This design comes from an exercise in tuning for a short achievable clock period and few clock cycles on the open sky130 flow, not from production work.
The RTL was checked by simulation tests, not by an equivalence proof against the original design.
Power and IR drop assume default switching activity.

<file path="design/flow/design.v">
module ALU (
    input  wire [15:0] A,
    input  wire [15:0] B,
    input  wire        Cin,        
    input  wire [15:0] pc1,        
    input  wire [18:0] ctl,        
    output wire [15:0] C,
    output wire [4:0]  Flags
);
    wire c_sum  = ctl[0];    
    wire c_sub  = ctl[1];    
    wire c_cin  = ctl[2];    
    wire c_and  = ctl[3];
    wire c_or   = ctl[4];
    wire c_xor  = ctl[5];
    wire c_not  = ctl[6];
    wire c_shl  = ctl[7];
    wire c_shr  = ctl[8];    
    wire c_sar  = ctl[9];    
    wire c_pc   = ctl[10];   
    wire fN_sum = ctl[11];   
    wire fN_res = ctl[12];   
    wire fN_cmp = ctl[13];   
    wire fZ_sum = ctl[14];   
    wire fZ_res = ctl[15];   
    wire fF     = ctl[16];   
    wire fL     = ctl[17];   
    wire fC     = ctl[18];   
    wire [15:0] Bx = c_sub ? ~B : B;
    wire        ci = c_sub | (c_cin & Cin);
    wire [16:0] s  = {1'b0, A} + {1'b0, Bx} + {16'b0, ci};
    wire [15:0] sum = s[15:0];
    wire        co  = s[16];
    wire        ovf = (A[15] == Bx[15]) & (sum[15] != A[15]);
    wire [4:0]  sh  = B[4:0];
    wire [15:0] shl = A << sh;
    wire [15:0] shr = A >> sh;
    wire [15:0] sar = $signed(A) >>> sh;
    wire [15:0] lres = ({16{c_and}} & (A & B))
                     | ({16{c_or }} & (A | B))
                     | ({16{c_xor}} & (A ^ B))
                     | ({16{c_not}} & (~A))
                     | ({16{c_shl}} & shl)
                     | ({16{c_shr}} & shr)
                     | ({16{c_sar}} & sar);
    assign C = ({16{c_sum}} & sum) | ({16{c_pc}} & pc1) | lres;
    wire lt = ~co;
    assign Flags[4] = (fN_sum & sum[15]) | (fN_res & lres[15]) | (fN_cmp & (lt ^ A[15] ^ B[15]));
    assign Flags[3] = (fZ_sum & (sum == 16'h0000)) | (fZ_res & (lres == 16'h0000));
    assign Flags[2] = fF & ovf;
    assign Flags[1] = fL & lt;
    assign Flags[0] = fC & co;
endmodule
module aluctl (
    input  wire [7:0]  op,
    input  wire        spc,        
    output reg  [18:0] ctl
);
    always @(*) begin
        ctl = 19'b0;
        casez (op)
            8'b00000101: ctl = 19'b1_0_1_0_1_0_0_1_0_0_0_0_0_0_0_0_0_0_1;  
            8'b0101????: ctl = 19'b0_0_1_0_1_0_0_1_0_0_0_0_0_0_0_0_0_0_1;  
            8'b00000110: ctl = 19'b1_0_0_0_1_0_0_0_0_0_0_0_0_0_0_0_0_0_1;  
            8'b0110????: ctl = 19'b1_0_0_0_1_0_0_0_0_0_0_0_0_0_0_0_0_0_1;  
            8'b00000111: ctl = 19'b0_0_1_0_1_0_0_1_0_0_0_0_0_0_0_0_1_0_1;  
            8'b00001000: ctl = 19'b1_0_0_0_1_0_0_0_0_0_0_0_0_0_0_0_1_0_1;  
            8'b1101????: ctl = 19'b1_0_0_0_1_0_0_1_0_0_0_0_0_0_0_0_1_0_1;  
            8'b0111????: ctl = 19'b1_0_1_0_1_0_0_1_0_0_0_0_0_0_0_0_1_0_1;  
            8'b00001001: ctl = 19'b1_1_1_0_1_0_0_1_0_0_0_0_0_0_0_0_0_1_1;  
            8'b1001????: ctl = 19'b1_1_1_0_1_0_0_1_0_0_0_0_0_0_0_0_0_1_1;  
            8'b00001011: ctl = 19'b0_1_0_0_1_1_0_0_0_0_0_0_0_0_0_0_0_1_0;  
            8'b1011????: ctl = 19'b0_1_0_0_1_1_0_0_0_0_0_0_0_0_0_0_0_1_0;  
            8'b00001111: ctl = 19'b0_1_0_0_1_1_0_0_0_0_0_0_0_0_0_0_0_1_0;  
            8'b1110????: ctl = 19'b0_1_0_0_1_1_0_0_0_0_0_0_0_0_0_0_0_1_0;  
            8'b00000001: ctl = 19'b0_0_0_1_0_0_1_0_0_0_0_0_0_0_0_1_0_0_0;  
            8'b0001????: ctl = 19'b0_0_0_1_0_0_1_0_0_0_0_0_0_0_0_1_0_0_0;  
            8'b00000010: ctl = 19'b0_0_0_1_0_0_1_0_0_0_0_0_0_0_1_0_0_0_0;  
            8'b00000011: ctl = 19'b0_0_0_1_0_0_1_0_0_0_0_0_0_1_0_0_0_0_0;  
            8'b00000100: ctl = 19'b0_0_0_1_0_0_1_0_0_0_0_0_1_0_0_0_0_0_0;  
            8'b10000100: ctl = 19'b0_0_0_1_0_0_0_0_0_0_0_1_0_0_0_0_0_0_0;  
            8'b1000000?: ctl = 19'b0_0_0_1_0_0_0_0_0_0_0_1_0_0_0_0_0_0_0;  
            8'b10001100: ctl = 19'b0_0_0_1_0_0_0_0_0_0_1_0_0_0_0_0_0_0_0;  
            8'b1000100?: ctl = 19'b0_0_0_1_0_0_0_0_0_0_1_0_0_0_0_0_0_0_0;  
            8'b10000010: ctl = 19'b0_0_0_1_0_0_1_0_0_0_0_1_0_0_0_0_0_0_0;  
            8'b10000011: ctl = 19'b0_0_0_1_0_0_1_0_0_1_0_0_0_0_0_0_0_0_0;  
            default:     ctl = 19'b0;                                        
        endcase
        if (spc) ctl = 19'b0_0_0_0_0_0_0_0_1_0_0_0_0_0_0_0_0_0_0;           
    end
endmodule
module CPU_Control (
    input  wire        clk,
    input  wire        rst,
    input  wire [15:0] ps2_data,
    output wire [15:0] mem_addr,
    output wire [15:0] mem_din,
    input  wire [15:0] mem_dout,
    output wire        mem_WE
);
    reg  [15:0] fa;       
    reg         fq;       
    reg  [15:0] fpc;      
    reg         dvq;      
    reg  [15:0] dpc1;     
    reg         sk_v;     
    reg  [15:0] sk_ir;
    reg  [15:0] sk_pc1;
    reg  [15:0] din_r;
    reg         we_r;
    assign mem_addr = fa;
    assign mem_din  = din_r;
    assign mem_WE   = we_r;
    reg  [15:0] R [0:14];
    reg  [4:0]  flags;    
    reg         xv;       
    reg         x_ld1;    
    reg         x_ld2;    
    reg         x_wen;    
    reg  [3:0]  x_dest;
    reg  [15:0] xa, xb;
    reg  [15:0] x_pc1;
    reg  [7:0]  x_imm;
    reg  [3:0]  x_cond;
    reg         x_bc, x_j;
    reg  [18:0] x_ctl;
    wire [15:0] alu_res;
    wire [4:0]  alu_flags;
    ALU uALU (
        .A(xa), .B(xb), .Cin(flags[0]), .pc1(x_pc1), .ctl(x_ctl),
        .C(alu_res), .Flags(alu_flags)
    );
    reg cond;
    always @(*) begin
        case (x_cond)
            4'b0000: cond =  flags[3];
            4'b0001: cond = ~flags[3];
            4'b0010: cond =  flags[0];
            4'b0011: cond = ~flags[0];
            4'b0100: cond =  flags[1];
            4'b0101: cond = ~flags[1];
            4'b0110: cond =  flags[4];
            4'b0111: cond = ~flags[4];
            4'b1000: cond =  flags[2];
            4'b1001: cond = ~flags[2];
            4'b1010: cond = ~flags[1] & ~flags[3];
            4'b1011: cond =  flags[1] |  flags[3];
            4'b1100: cond = ~flags[4] & ~flags[3];
            4'b1101: cond =  flags[4] |  flags[3];
            4'b1110: cond = 1'b1;
            default: cond = 1'b0;
        endcase
    end
    wire        redirect = xv & (x_bc | x_j) & cond;
    wire [15:0] btgt  = x_pc1 + {{8{x_imm[7]}}, x_imm};
    wire [15:0] btgt1 = x_pc1 + {{8{x_imm[7]}}, x_imm} + 16'd1;
    wire [15:0] tgt   = x_j ? xb : btgt;
    wire [15:0] tgt1  = x_j ? (xb + 16'd1) : btgt1;
    wire [15:0] inst = sk_v ? sk_ir  : mem_dout;
    wire        dval = sk_v | dvq;
    wire [15:0] pc1  = sk_v ? sk_pc1 : dpc1;
    wire [3:0] op  = inst[15:12];
    wire [3:0] ra  = inst[11:8];
    wire [3:0] ext = inst[7:4];
    wire [3:0] rb  = inst[3:0];
    wire [7:0] imm = inst[7:0];
    wire is_rbase  = (op == 4'b0000);
    wire is_rshift = (op == 4'b1000) &&
                     (ext == 4'b0100 || ext == 4'b1100 || ext == 4'b0010 || ext == 4'b0011);
    wire is_r      = is_rbase | is_rshift;
    wire is_bc     = (op == 4'b1100);
    wire is_ld     = (op == 4'b0100) && (ext == 4'b0000);
    wire is_st     = (op == 4'b0100) && (ext == 4'b0100);
    wire is_j      = (op == 4'b0100) && (ext == 4'b1100);
    wire is_spc    = (op == 4'b0100) && (ext == 4'b1000);
    wire is_mem    = is_ld | is_st;
    wire is_i      = ~is_r & ~is_bc & ~is_mem & ~is_j;    
    wire [7:0] aop = is_r ? {op, ext} : (is_i ? {op, ra} : 8'h00);
    wire [18:0] dctl;
    aluctl uDec (.op(aop), .spc(is_spc), .ctl(dctl));
    wire d_wen = (ra != 4'd15) &
                 ( (is_r & ~(is_rbase & (ext == 4'b0000 || ext == 4'b1011)))
                 | (is_i & (op != 4'b1011))
                 |  is_ld );
    wire [15:0] rfa = (ra == 4'd15) ? ps2_data : R[ra];
    wire [15:0] rfb = (rb == 4'd15) ? ps2_data : R[rb];
    wire fa_x  = xv    & x_wen & (x_dest == ra);
    wire fb_x  = xv    & x_wen & (x_dest == rb);
    wire fa_l  = x_ld2 & x_wen & (x_dest == ra);
    wire fb_l  = x_ld2 & x_wen & (x_dest == rb);
    wire [15:0] opa = fa_x ? alu_res : (fa_l ? mem_dout : rfa);
    wire [15:0] opb = fb_x ? alu_res : (fb_l ? mem_dout : rfb);
    wire d_go  = dval & ~redirect & ~x_ld1;    
    wire d_mem = d_go & is_mem;                
    wire d_sk  = dval & x_ld1;                 
    integer i;
    always @(posedge clk or posedge rst) begin
        if (rst) begin
            fa    <= 16'h0000;
            fq    <= 1'b1;
            fpc   <= 16'h0001;
            dvq   <= 1'b0;
            dpc1  <= 16'h0000;
            sk_v  <= 1'b0;
            we_r  <= 1'b0;
            xv    <= 1'b0;
            x_ld1 <= 1'b0;
            x_ld2 <= 1'b0;
            x_wen <= 1'b0;
            flags <= 5'b0;
            for (i = 0; i < 15; i = i + 1) R[i] <= 16'h0000;
        end else begin
            if (d_mem) begin
                fa <= opb;
                fq <= 1'b0;
            end else if (redirect) begin
                fa  <= tgt;
                fpc <= tgt1;
                fq  <= 1'b1;
            end else begin
                fa  <= fpc;
                fpc <= fpc + 16'd1;
                fq  <= 1'b1;
            end
            dvq  <= fq & ~redirect;
            dpc1 <= fpc;
            we_r <= d_go & is_st;
            din_r <= opa;
            sk_v <= d_sk;
            if (d_sk) begin
                sk_ir  <= inst;
                sk_pc1 <= pc1;
            end
            xv     <= d_go & ~is_mem;
            x_ld1  <= d_go & is_ld;
            x_ld2  <= x_ld1;
            if (x_ld1) begin                  
                x_wen  <= x_wen;
                x_dest <= x_dest;
            end else begin
                x_wen  <= d_go & d_wen;
                x_dest <= ra;
            end
            xa     <= opa;
            xb     <= is_i ? {8'h00, imm} : opb;
            x_pc1  <= pc1;
            x_imm  <= imm;
            x_cond <= ra;
            x_bc   <= is_bc;
            x_j    <= is_j;
            x_ctl  <= dctl;
            if (xv) flags <= alu_flags;
            if (x_ld2 & x_wen)
                R[x_dest] <= mem_dout;
            else if (xv & x_wen)
                R[x_dest] <= alu_res;
        end
    end
endmodule
</file>
<file path="design/flow/run.sh">
#!/bin/bash
# synth_recipe.tcl (not shown) runs the flow's synth.tcl, then flattens the netlist and writes it again
# the make line also repeats each setting of config.mk as NAME=value (left out here)
make -C /OpenROAD-flow-scripts/flow DESIGN_CONFIG=/design/flow/config.mk WORK_HOME=/design/flow/orfs CLKGATE_MAP_FILE= SYNTH_SCRIPT=/design/flow/synth_recipe.tcl finish
</file>
<file path="design/flow/config.mk">
export PLATFORM = sky130hd
export DESIGN_NAME = CPU_Control
export DESIGN_NICKNAME = CPU_Control
export VERILOG_FILES = /design/flow/design.v
export SDC_FILE = /design/flow/constraint.sdc
export NUM_CORES = 4
export LEC_CHECK = 0
export ABC_CLOCK_PERIOD_IN_PS = 2500
export CAP_MARGIN = 20
export CORE_MARGIN = 2
export CORE_UTILIZATION = 40
export SLEW_MARGIN = 20
</file>
<file path="design/flow/constraint.sdc">
create_clock -name core_clock -period 10.0 [get_ports {clk}]
set_input_delay 2.0000 -clock core_clock [delete_from_list [all_inputs] [get_ports {clk}]]
set_output_delay 2.0000 -clock core_clock [all_outputs]
set_load 0.01 [all_outputs]
</file>
==> key figures, run 1 <==
Die
  • Number of placement rows: 91
  • Initial Util: 40.4%
  • Ports: 67
  • Die H: 254 um
  • Die ar.: 64,400 um^2
  • Die width: 254 um
  • CORE AREA: 61,700 um^2

Placement
  • Port Buffer Count: 66
  • Post-placement cell count: 3,420
  • Placer Congestion: 0.967
  • Post-DP HPWL: 66,800 um

CTS
  • CTS Buf Count: 46
  • CTS Hold Buffers Added: 0
  • Post-CTS Setup Repair Bufs: 0
  • Clock transition at the registers of the reported paths: 0.07 ns
  • H-tree Lvls: 2
  • CTS root buffer: clkbuf_16
  • Clock Latency Late Sink: 0.61 ns
  • PostCTS Resize Cnt: 0
  • Bufs on Longest Clock Path: 3
  • CTS sink cnt: 417
  • CTS tree: built

STA
  • Normalized max-slew margin: 21.0%
  • Peak Freq: 0.200 GHz
  • RSZ-0062 raised after global routing: no
  • Final setup viols: 0
  • Slew @ Worst Pin: 1.17 ns
  • Slew Limit Fails: 0
  • Post-Route Setup TNS: 0 ns
  • Post-route minimum period: 4.99 ns
  • Clock Skews: 0.0291 ns
  • Final hold vios: 0
  • Period utilization: 49.9%

Worst hold path
  • Hold path start: fpc[13]
  • Endpoint, Worst Hold: dpc1[13]
  • Hold Path Depth: 0
  • HP Class: flop to flop

Yosys
  • Synth top area cells: dfrtp_1 (30%), edfxtp_1 (14%), a22oi_1 (6.3%)
  • Synthesized area per cell: 9.52 um^2
  • Post-Syn Area: 25,000 um^2
  • FFs w/ async S/R, synth: 72.2%
  • Netlist cell types: 96
  • Synth top cells by count: nand2_1 (384), dfrtp_1 (299), a22oi_1 (211), o21ai_1 (143), o21ai_0 (137)
  • Most common cell in the synthesized netlist: nand2_1
  • Biggest area consumer among synthesized cells: dfrtp_1
  • Post-synth EDFFs: 116
  • #FFs+latches synth: 417
  • Mapped Cells: 2,622
  • YS warnings: 3
  • Post-Syn Nets: 2,723
  • Ys flop type: dfrtp_1
  • Top cell type's share of synthesized area: 30.0%
  • Seq/Total Area, Yosys: 44.2%

Detailed routing
  • Drt first pass iters: 8
  • Vias: 22,800
  • Post-DRT Antenna Nets: 0
  • # DRC: 0
  • Final wirelength: 98,300 um
  • Starting DRC count in detailed routing: 2,874
  • Routed vias/inst: 6.49
  • Drt wl/cell: 28.0 um

Pwr
  • PwrDens: 261 nW/um^2
  • Internal power: 4.49 mW
  • Reg power frac: 42.8%
  • Part of the power in the clock network: 24.9%
  • Switching share of power: 38.9%
  • Combinational power share: 32.3%
  • Leakage Power: 11.4 nW
  • VDD IR max: 0.000160 V
  • Switch Pwr: 2.86 mW

Job
  • Max Cap Violations: 0

GRT
  • First-pass GRT wire length: 145,000 um
  • Overall routing resource usage: 30.4%
  • Overflow after GRT: 0
  • Largest net degree at the start of global routing: 169
  • Vias in the first global route: 22,000
  • Antenna violations before repair: 0

Setup path
  • Crit-path max FO: 14
  • Flop-to-flop setup slack: 5.02 ns
  • Worst Path Arrival: 5.32 ns
  • Endpoint class of the critical path: flop
  • Worst setup path class: primary input to flop
  • R2R depth: 11
  • Type of origin of the critical path: primary input
  • Reg-to-Reg End: R[7][15]
  • CP required: 10.33 ns
  • Reg2reg start: x_ctl[17]

Layout
  • Nets@finish: 2,732
  • Layout cells sized above 1: 10.9%
  • ANT cells: 0
  • Multi-input logic area: 13,000 um^2
  • FF+latch area: 11,000 um^2
  • Layout Cells excl Fill: 3,506
  • Number of fill cells in the layout: 5,938
  • Area growth syn-to-layout: 12.8%

Status
  • Status: timing/DRC/antenna clean
-- layout make-up --
type / count / area share, %
Multi-Input combinational cell: 1960 / 46.1
Inverter: 64 / 0.867
Clock inverter: 24 / 1.13
Clock buffer: 62 / 4.63
Sequential cell: 417 / 39.2
Tap cell: 837 / 3.72
Timing Repair Buffer: 142 / 4.42
-- worst max-delay path by stage --
stage | from | cells past startpoint | slack (ns) | to
finish | mem_dout[3] | 10 | 5.01 | xb[1]
global route | x_ctl[17] | 11 | 4.83 | R[7][15]
CTS | x_ctl[17] | 11 | 4.98 | R[11][8]
detailed placement | mem_dout[2] | 10 | 4.51 | xb[4]
global placement | mem_dout[0] | 8 | 4.62 | fa[9]
floorplan | rst | 2 | 1.10 | sk_ir[0]
-- critical path: stages --
cell             delay [ns]
clkdlybuf4s50_1        0.55
nand3b_1               0.28
nand2_1                0.18
nand2_1                0.60
nand2_1                0.39
a2111oi_0              0.54
a21oi_1                0.24
a211o_1                0.34
o21ai_1                0.11
o21ai_1                0.08
-- power by group through the flow --
stage | Combinational, mW | Sequential [mW] | Clock (mW)
detailed placement | 2.32 | 3.15 | 0
finish | 2.37 | 3.14 | 1.83
global placement | 2.26 | 3.13 | 0
floorplan | 1.60 | 2.87 | 0
global route | 2.61 | 3.21 | 1.92
CTS | 2.33 | 3.13 | 1.85
-- metal layers --
| layer | part of all wire, % | track usage [%] |
|---|---|---|
| met5 | 0 | 0 |
| met4 | 7.9 | 20.0 |
| met3 | 8.6 | 5.63 |
| met2 | 46 | 48.7 |
| met1 | 38 | 37.6 |
-- per-stage QoR --
| step | total power, mW | util (%) | hold WS (ns) | setup slack [ns] | area, um^2 |
|---|---|---|---|---|---|
| 2_1_floorplan | 4.47 | - | 0.374 | 1.10 | 25000 |
| 6_report | 7.34 | 45.6 | 0.410 | 5.01 | 28100 |
| 5_1_grt | 7.74 | 45.6 | 0.412 | 4.83 | 28100 |
| 4_1_cts | 7.30 | 45.6 | 0.409 | 4.98 | 28100 |
| 3_5_place_dp | 5.47 | 42.9 | 0.397 | 4.51 | 26500 |
| 3_3_place_gp | 5.40 | 42.9 | 0.395 | 4.62 | 26500 |
-- registers in the layout, summed over array words and instances (netlist names), 4 cells and up --
name,cells
dpc1,16
x_dest,4
x_imm,8
fa,16
xa,16
R,240
x_pc1,16
xb,16
sk_ir,16
sk_pc1,16
x_cond,4
fpc,16
x_ctl,18
flags,5
-- cell families after synthesis --
group / after synthesis / share of synthesized area (%)
AOI/OAI and AO/OA: 902 / 24.4
and+or+nand+nor: 790 / 14.8
DFF: 417 / 44.2
buffers and inverters: 245 / 4.07
muxes: 151 / 7.40
adders and majority gates: 67 / 3.45
xor gates and xnor gates: 50 / 1.76
-- cell usage in the layout (no fill, tap or decap), drive strengths merged, types with 67 or more instances in the layout --
master  count
a22oi     213
a21oi      97
nand3      74
o21ai     281
dfrtp     299
nand2     384
buf        76
mux2       75
edfxtp    116
inv        67
nor2      108
Testbench counts, summed over its fixed seeds: cycles 18,214.
==> run 2: changes to the inputs <==
==> design/flow/flow/run.sh (new file) <==
#!/bin/bash
# Standard ORFS layout, but with repair_timing aiming for extra setup slack
# (the clock and constraints are unchanged).
set -euo pipefail
bash standard.sh SETUP_SLACK_MARGIN=${MARGIN:-7} finish > standard_flow.log 2>&1
==> design/flow/standard.sh (new file) <==
#!/bin/bash
# synth_recipe.tcl (not shown) runs the flow's synth.tcl, then flattens the netlist and writes it again
# the make line also repeats each setting of config.mk as NAME=value (left out here)
make -C /OpenROAD-flow-scripts/flow DESIGN_CONFIG=/design/flow/config.mk WORK_HOME=/design/flow/orfs CLKGATE_MAP_FILE= SYNTH_SCRIPT=/design/flow/synth_recipe.tcl "${@:-finish}"
removed: design/flow/run.sh
==> run 2 against run 1 <==
Net effect: still clean; non-clock buffer count grew 429; sequential cell count is the same; core utilization grew 14 points.
==> key figures, run 2 <==
Setup path
  • CP required: 10.49 ns (was 10.33 ns)
  • Flop-to-flop setup slack: 6.24 ns (was 5.02 ns)
  • Endpoint class of the critical path: flop (unchanged)
  • Crit-path max FO: 6 (was 14)
  • Worst Path Arrival: 4.31 ns (was 5.32 ns)
  • Setup crit end: fa[2] (was xb[1])
  • R2R depth: 16 (was 11)
  • Worst setup path class: primary input to flop (unchanged)
  • CP Launch Point: mem_dout[1] (was mem_dout[3])
  • Type of origin of the critical path: primary input (unchanged)
  • Reg2reg start: xb[0] (was x_ctl[17])
  • Reg-to-Reg End: R[9][14] (was R[7][15])

Detailed routing
  • # DRC: 0 (unchanged)
  • Routed vias/inst: 6.75 (was 6.49)
  • Post-DRT Antenna Nets: 0 (unchanged)
  • Drt wl/cell: 31.4 um (was 28.0 um)
  • Starting DRC count in detailed routing: 3,753 (was 2,874)
  • Vias: 26,600 (was 22,800)
  • Final wirelength: 124,000 um (was 98,300 um)
  • Drt first pass iters: 9 (was 8)

Pwr
  • Internal power: 5.25 mW (was 4.49 mW)
  • Part of the power in the clock network: 20.2% (was 24.9%)
  • Leakage Power: 15.1 nW (was 11.4 nW)
  • PwrDens: 242 nW/um^2 (was 261 nW/um^2)
  • VDD IR max: 0.000181 V (was 0.000160 V)
  • Reg power frac: 36.3% (was 42.8%)
  • Combinational power share: 43.5% (was 32.3%)
  • Switch Pwr: 3.65 mW (was 2.86 mW)
  • Switching share of power: 41.0% (was 38.9%)

STA
  • Post-route minimum period: 3.82 ns (was 4.99 ns)
  • Normalized max-slew margin: 17.0% (was 21.0%)
  • Period utilization: 38.2% (was 49.9%)
  • Hold_ws: 0.422 ns (was 0.410 ns)
  • Clock Skews: 0.0341 ns (was 0.0291 ns)
  • Post-Route Setup TNS: 0 ns (unchanged)
  • Slew Limit Fails: 0 (unchanged)
  • Final hold vios: 0 (unchanged)
  • Slew @ Worst Pin: 1.23 ns (was 1.17 ns)
  • Peak Freq: 0.262 GHz (was 0.200 GHz)
  • Final setup viols: 0 (unchanged)
  • RSZ-0062 raised after global routing: yes (was no)

Yosys
  • Top cell type's share of synthesized area: 30.0% (unchanged)
  • Synth top area cells: dfrtp_1 (30%), edfxtp_1 (14%), a22oi_1 (6.3%) (unchanged)
  • Post-Syn Nets: 2,723 (unchanged)
  • FFs w/ async S/R, synth: 72.2% (unchanged)
  • Synthesized area per cell: 9.52 um^2 (unchanged)
  • Post-Syn Area: 25,000 um^2 (unchanged)
  • YS warnings: 3 (unchanged)
  • Seq/Total Area, Yosys: 44.2% (unchanged)
  • Most common cell in the synthesized netlist: nand2_1 (unchanged)
  • #FFs+latches synth: 417 (unchanged)
  • Post-synth EDFFs: 116 (unchanged)
  • Synth top cells by count: nand2_1 (384), dfrtp_1 (299), a22oi_1 (211), o21ai_1 (143), o21ai_0 (137) (unchanged)
  • Netlist cell types: 96 (unchanged)
  • Ys flop type: dfrtp_1 (unchanged)
  • Mapped Cells: 2,622 (unchanged)
  • Biggest area consumer among synthesized cells: dfrtp_1 (unchanged)

Job
  • Max Cap Violations: 0 (unchanged)

CTS
  • CTS sink cnt: 417 (unchanged)
  • H-tree Lvls: 2 (unchanged)
  • CTS tree: built (unchanged)
  • CTS Buf Count: 47 (was 46)
  • Clock transition at the registers of the reported paths: 0.06 ns (was 0.07 ns)
  • Bufs on Longest Clock Path: 3 (unchanged)
  • Clock Latency Late Sink: 0.63 ns (was 0.61 ns)
  • CTS root buffer: clkbuf_16 (unchanged)

Placement
  • Post-DP HPWL: 70,100 um (was 66,800 um)
  • Post-placement cell count: 3,404 (was 3,420)
  • Placer Congestion: 0.994 (was 0.967)
  • Port Buffer Count: 66 (unchanged)

Die
  • Die H: 254 um (unchanged)
  • Die ar.: 64,400 um^2 (unchanged)
  • CORE AREA: 61,700 um^2 (unchanged)
  • Ports: 67 (unchanged)
  • Die width: 254 um (unchanged)
  • Initial Util: 40.4% (unchanged)
  • Number of placement rows: 91 (unchanged)

Layout
  • Top reg by flops: R (unchanged)
  • FF+latch area: 11,000 um^2 (about the same)
  • Area growth syn-to-layout: 47.5% (was 12.8%)
  • Layout Cells excl Fill: 3,944 (was 3,506)
  • Leading cell type in the layout, fill and taps excluded: nand2_1 (unchanged)
  • Layout cells sized above 1: 42.2% (was 10.9%)
  • Biggest regs: R x240, x_ctl x18 (unchanged)
  • Nets@finish: 3,169 (was 2,732)
  • Number of fill cells in the layout: 4,918 (was 5,938)
  • Most frequent cells in the layout: nand2_1 (340), dfrtp_1 (291), buf_4 (290), buf_6 (132), a22oi_1 (131) (was nand2_1 (383), dfrtp_1 (298), a22oi_1 (211), o21ai_1 (140), o21ai_0 (137))
  • Multi-input logic area: 16,500 um^2 (was 13,000 um^2)
  • Largest register FFs: 240 (unchanged)

GRT
  • Antenna violations before repair: 3 (was 0)
  • Vias in the first global route: 25,300 (was 22,000)
  • First-pass GRT wire length: 171,000 um (was 145,000 um)
  • Largest net degree at the start of global routing: 163 (was 169)
  • Overall routing resource usage: 36.4% (was 30.4%)
  • Overflow after GRT: 0 (unchanged)

Status
  • Status: timing/DRC/antenna clean (unchanged)

Worst hold path
  • HP Class: flop to flop (unchanged)
-- run 2: cell counts after synthesis --
Identical to the previous run, type by type.
-- run 2: cell type report --
type,count,share of cell area [%]
clock inverter,21,0.734
tap,837,2.85
antenna,2,0.0136
inverter,64,0.731
timing repair inverter,2,0.0680
clock buffer,65,3.57
sequential,417,30.0
timing repair buffer,571,17.1
multi-input combinational,1965,45.0
-- run 2: timing repair --
| item | 4_1_cts | 5_1_grt |
|---|---|---|
| hold buffers | 0 | 0 |
| cloned | 24 | 12 |
| pin swaps | 274 | 228 |
| setup buffers | 311 | 105 |
| endpoints found under the setup margin | 754 | 524 |
| resized for setup | 847 | 333 |
-- run 2: metal layers --
metal / routed length (um) / up-vias / share of wire, % / global-route usage [%]
met3: 13800 / 764 / 11 / 9.83
met5: 16 / - / 0.013 / 0
met4: 12500 / 2 / 10 / 27.6
met2: 54200 / 1985 / 44 / 56.6
met1: 43200 / 13000 / 35 / 43.1
li1: - / 10900 / - / -
-- run 2: worst min path at each step --
stage	endpoint	slack, ns	cells after the start	from
after global placement	dpc1[14]	0.39	0	fpc[14]
after global routing	dpc1[8]	0.44	0	fpc[8]
after detailed placement	dpc1[12]	0.40	0	fpc[12]
after floorplan	dpc1[12]	0.37	0	fpc[12]
after CTS	dpc1[13]	0.41	0	fpc[13]
final	dpc1[13]	0.42	0	fpc[13]
-- run 2: power groups by stage --
| stage | Combinational (mW) | Sequential, mW | Clock (mW) |
|---|---|---|---|
| CTS | 3.25 | 3.17 | 1.80 |
| floorplan | 1.70 | 2.88 | 0 |
| detailed placement | 2.37 | 3.23 | 0 |
| global route | 4.08 | 3.28 | 1.88 |
| finish | 3.87 | 3.23 | 1.80 |
| global placement | 2.31 | 3.21 | 0 |
-- run 2: through the flow --
step	util [%]	worst slack [ns]	power, mW	instance area (um^2)
after floorplan	-	1.10	4.57	25900
after global placement	43.8	4.26	5.52	27000
after detailed placement	43.8	4.20	5.60	27000
after CTS	55.4	6.32	8.22	34200
after global routing	59.6	6.13	9.24	36800
final	59.6	6.18	8.90	36800
-- run 2: critical path, stage by stage --
cell,delay [ns]
buf_12,0.11
or3b_4,0.26
a22oi_2,0.10
buf_12,0.18
buf_8,0.13
a222oi_1,0.31
nand4_1,0.16
or4_4,0.58
o221ai_2,0.08
and3_4,0.23
buf_6,0.12
o21bai_1,0.06
-- run 2: cell families after synthesis --
| kind of cell | count (synthesis) | share of synthesized area (%) |
|---|---|---|
| buffers and inverters | 245 | 4.07 |
| AOI/OAI and AO/OA | 902 | 24.4 |
| and+or+nand+nor | 790 | 14.8 |
| adders and majority gates | 67 | 3.45 |
| xor gates and xnor gates | 50 | 1.76 |
| DFF | 417 | 44.2 |
| muxes | 151 | 7.40 |

## what the ideal ports hide
How much do the figures lean on ideal ports? The routed layouts below were timed once more, with nothing changed but the port constraints. Step 1 sets driving cells, clkbuf_16 on the clock port and buf_2 on the other inputs (assumed; they add their load-dependent delay and slew). Step 2 also shifts input and output timing later by t, the mid clock arrival at the registers, as if the neighbouring blocks saw the same clock. Slacks: ideal / step 1 / step 2; pairs: ideal / step 1.
| run | t (ns) | setup WS [ns] | hold WS [ns] | worst setup path at the end | worst data-port slew with drivers (ns) |
|---|---|---|---|---|---|
| run 1 | 0.645 | 5.010 / 5.012 / 4.368 | 0.410 / 0.410 / 0.410 | input to register | 0.07 |
| run 2 | 0.678 | 6.182 / 6.169 / 5.491 | 0.422 / 0.422 / 0.422 | input to register | 0.10 |
After both steps every run listed still meets setup and hold. For run 2, which loses most, drivers alone change the setup slack by -0.013 ns; drivers and shift together by -0.691 ns.
